Context: an optimization exercise on an open-source flow, tuned for small area. The choices shown serve that exercise and are no tape-out recipe.
Only simulation tests tie the RTL to the original design; equivalence was not proved.
Power figures rest on the tool's default switching activity, not on a simulated workload.

run A:
Design axi_regs, start of the top module:
module axi_regs #(
    parameter AXI_ADDR_WIDTH = 32,  
    parameter logic [31:0] BASEADDR = 32'h00000000  
    ) (
    input  wire                      axi_aclk,
    input  wire                      axi_aresetn,
    input  wire [AXI_ADDR_WIDTH-1:0] s_axi_awaddr,
    input  wire [2:0]                s_axi_awprot,
    input  wire                      s_axi_awvalid,
    input  wire [7:0]                s_axi_awid,
    input  wire [7:0]                s_axi_awlen,
    input  wire [2:0]                s_axi_awsize,
    output wire                      s_axi_awready,
    input  wire [31:0]               s_axi_wdata,
    input  wire [3:0]                s_axi_wstrb,
    input  wire                      s_axi_wvalid,
    input  wire                      s_axi_wlast,
    output wire                      s_axi_wready,
    input  wire [AXI_ADDR_WIDTH-1:0] s_axi_araddr,
    input  wire [2:0]                s_axi_arprot,
    input  wire                      s_axi_arvalid,
    input  wire [7:0]                s_axi_arid,
    input  wire [7:0]                s_axi_arlen,
    input  wire [2:0]                s_axi_arsize,
    output wire                      s_axi_arready,
    output wire [31:0]               s_axi_rdata,
    output wire [1:0]                s_axi_rresp,
    output wire                      s_axi_rvalid,
    output wire [7:0]                s_axi_rid,
    output wire                      s_axi_rlast,
    input  wire                      s_axi_rready,
    output wire [1:0]                s_axi_bresp,
    output wire                      s_axi_bvalid,
    output wire [7:0]                s_axi_bid,
    input  wire                      s_axi_bready,
    output wire reg0_strobe,  
    output wire [31:0] reg0_value,  
    output wire reg1_strobe,  
    output wire [31:0] reg1_value,  
    output wire reg2_strobe,  
    output wire [31:0] reg2_value,  
    output wire reg3_strobe,  
    output wire [31:0] reg3_value,  
    output wire reg4_strobe,  
    input wire [31:0] reg4_value,  
    output wire reg5_strobe,  
    output wire [31:0] reg5_value,  
    input wire reg6_value_set,  
    output wire reg7_strobe,  
    output wire [31:0] reg7_value,  
    output wire reg8_strobe,  
    output wire [31:0] reg8_value,  
    output wire reg9_strobe,  
    output wire [31:0] reg9_value,  
    output wire reg10_strobe,  
    output wire [31:0] reg10_value,  
    output wire reg11_strobe,  
    output wire [31:0] reg11_value,  
    output wire reg12_strobe,  
    output wire [31:0] reg12_value,  
    output wire reg13_strobe,  
    output wire [31:0] reg13_value,  
    output wire reg14_strobe,  
    output wire [31:0] reg14_value,  
    output wire reg15_strobe,  
    output wire [31:0] reg15_value,  
    output wire reg16_strobe,  
    output wire [31:0] reg16_value,  
    output wire reg17_strobe,  
    output wire [31:0] reg17_value,  
    output wire reg18_strobe,  
    output wire [31:0] reg18_value,  
    output wire reg19_strobe,  
    output wire [31:0] reg19_value,  
    output wire reg20_strobe,  
    output wire [31:0] reg20_value,  
    output wire reg21_strobe,  
    output wire [31:0] reg21_value,  
    output wire reg22_strobe,  
    output wire [31:0] reg22_value,  
    output wire reg23_strobe,  
    output wire [31:0] reg23_value,  
    output wire reg24_strobe,  
    output wire [31:0] reg24_value,  
    output wire reg25_strobe,  
    output wire [31:0] reg25_value,  
    output wire reg26_strobe,  
    output wire [31:0] reg26_value,  
    output wire reg27_strobe,  
    output wire [31:0] reg27_value,  
    output wire reg28_strobe,  
    output wire [31:0] reg28_value,  
    output wire reg29_strobe,  
    output wire [31:0] reg29_value,  
    output wire reg30_strobe,  
    output wire [31:0] reg30_value,  
    output wire reg31_strobe,  
    output wire [31:0] reg31_value  
    );
==> flow/config.mk <==
export PLATFORM = sky130hd
export DESIGN_NAME = axi_regs
export DESIGN_NICKNAME = axi_regs
export VERILOG_FILES = /design/flow/design.v
export SDC_FILE = /design/flow/constraint.sdc
export NUM_CORES = 4
export LEC_CHECK = 0
export CAP_MARGIN = 20
export CORE_MARGIN = 2
export CORE_UTILIZATION = 40
export PLACE_DENSITY = 0.6
export SLEW_MARGIN = 20
==> flow/constraint.sdc <==
create_clock -name core_clock -period 5.0 [get_ports {axi_aclk}]
set_input_delay 1.0000 -clock core_clock [delete_from_list [all_inputs] [get_ports {axi_aclk}]]
set_output_delay 1.0000 -clock core_clock [all_outputs]
set_load 0.01 [all_outputs]
standard.sh (not shown) runs the stock make flow with config.mk's settings and CLKGATE_MAP_FILE= SYNTH_SCRIPT=/design/flow/synth_recipe.tcl, a recipe that flattens the netlist after the stock synthesis.
==> flow/flow/run.sh <==
#!/bin/bash
# Standard ORFS layout; the port buffers use the smallest buffer cell.
export BUFFER_PORTS_ARGS="-buffer_cell sky130_fd_sc_hd__buf_1"
bash standard.sh > standard.log 2>&1
diff inputs: run A => run B
Settings: CTS_CLUSTER_SIZE newly set to 30; CTS_CLUSTER_DIAMETER newly set to 100.
==> flow/run.sh (new file) <==
#!/bin/bash
# synth_recipe.tcl (not shown) runs the flow's synth.tcl, then flattens the netlist and writes it again
# the make line also repeats each setting of config.mk as NAME=value (left out here)
make -C /OpenROAD-flow-scripts/flow DESIGN_CONFIG=/design/flow/config.mk WORK_HOME=/design/flow/orfs CLKGATE_MAP_FILE= SYNTH_SCRIPT=/design/flow/synth_recipe.tcl finish
removed: flow/flow/run.sh
removed: flow/standard.sh
Row global-route usage: run B higher / run A lower
Delta (run B minus run A): upper clock frequency limit lost 0.014 GHz; combinational-cell power consumption picked up an extra 31%.
Compared with run A, in run B area of combinational cells with multiple inputs flat; setup slack down 0.30 ns.
Per the comparison of run B with run A, total wire length after detailed routing up 2.3%; first-pass GRT wire length increased about 1.9%; power now sits lower.
Input changes introduced in run C (baseline for comparison: run B):
Settings: CTS_CLUSTER_SIZE no longer set, was 30; CTS_CLUSTER_DIAMETER no longer set, was 100.
## What came out
- Run C | stages: all done | timing, DRC, antenna: all pass
- Between run B and run C, data arrival time at the worst-slack endpoint is higher for run C, run B comes in under that.
- When run C is measured against run B, its clock input transition at the sequential cells of the worst setup and hold paths turns out 0.06 ns lower.
- Delta (run C minus run B): via count of the first global-routing pass grew by 788, power grew by about 16%, cell count grew by 2.3%, relative contribution of the clock network to total power grew by 11 points.
- Delta(minimum clock period, run C - run B) > 0
- Run B leaves more setup margin than run C.
- Run C vs run B, met1 routed wirelength after detailed routing went down by about 0.4%.
- In the metrics for run B and run C, the one carrying the lower post-route fraction of the period consumed by the critical path is run B.

-- port drivers added, routing unchanged --
No port has a modelled driver above. Below, the same layouts with a new extraction and two added sets of constraints. Step 1 assumes that a clkbuf_16 drives the clock port and a buf_2 every other input. Step 2 times the ports against the registers' clock, not the clock port: input delays grow and output delays shrink by t, the midpoint of the rising clock arrivals with the driver on. Three values: no drivers, after step 1, after step 2; two values: the first two.
run | shift t [ns] | slack for setup (ns) | worst hold slack (ns)
run A | 0.803 | 0.534 / 0.534 / 0.534 | 0.222 / 0.171 / 0.473
run B | 0.772 | 0.233 / 0.146 / 0.224 | 0.376 / 0.339 / 0.495
run C | 0.819 | 0.207 / 0.124 / 0.431 | 0.341 / 0.307 / 0.485
After both steps setup and hold are still met in every run listed. For run B, which loses most, drivers alone change the setup slack by -0.087 ns; drivers and shift together by -0.009 ns.
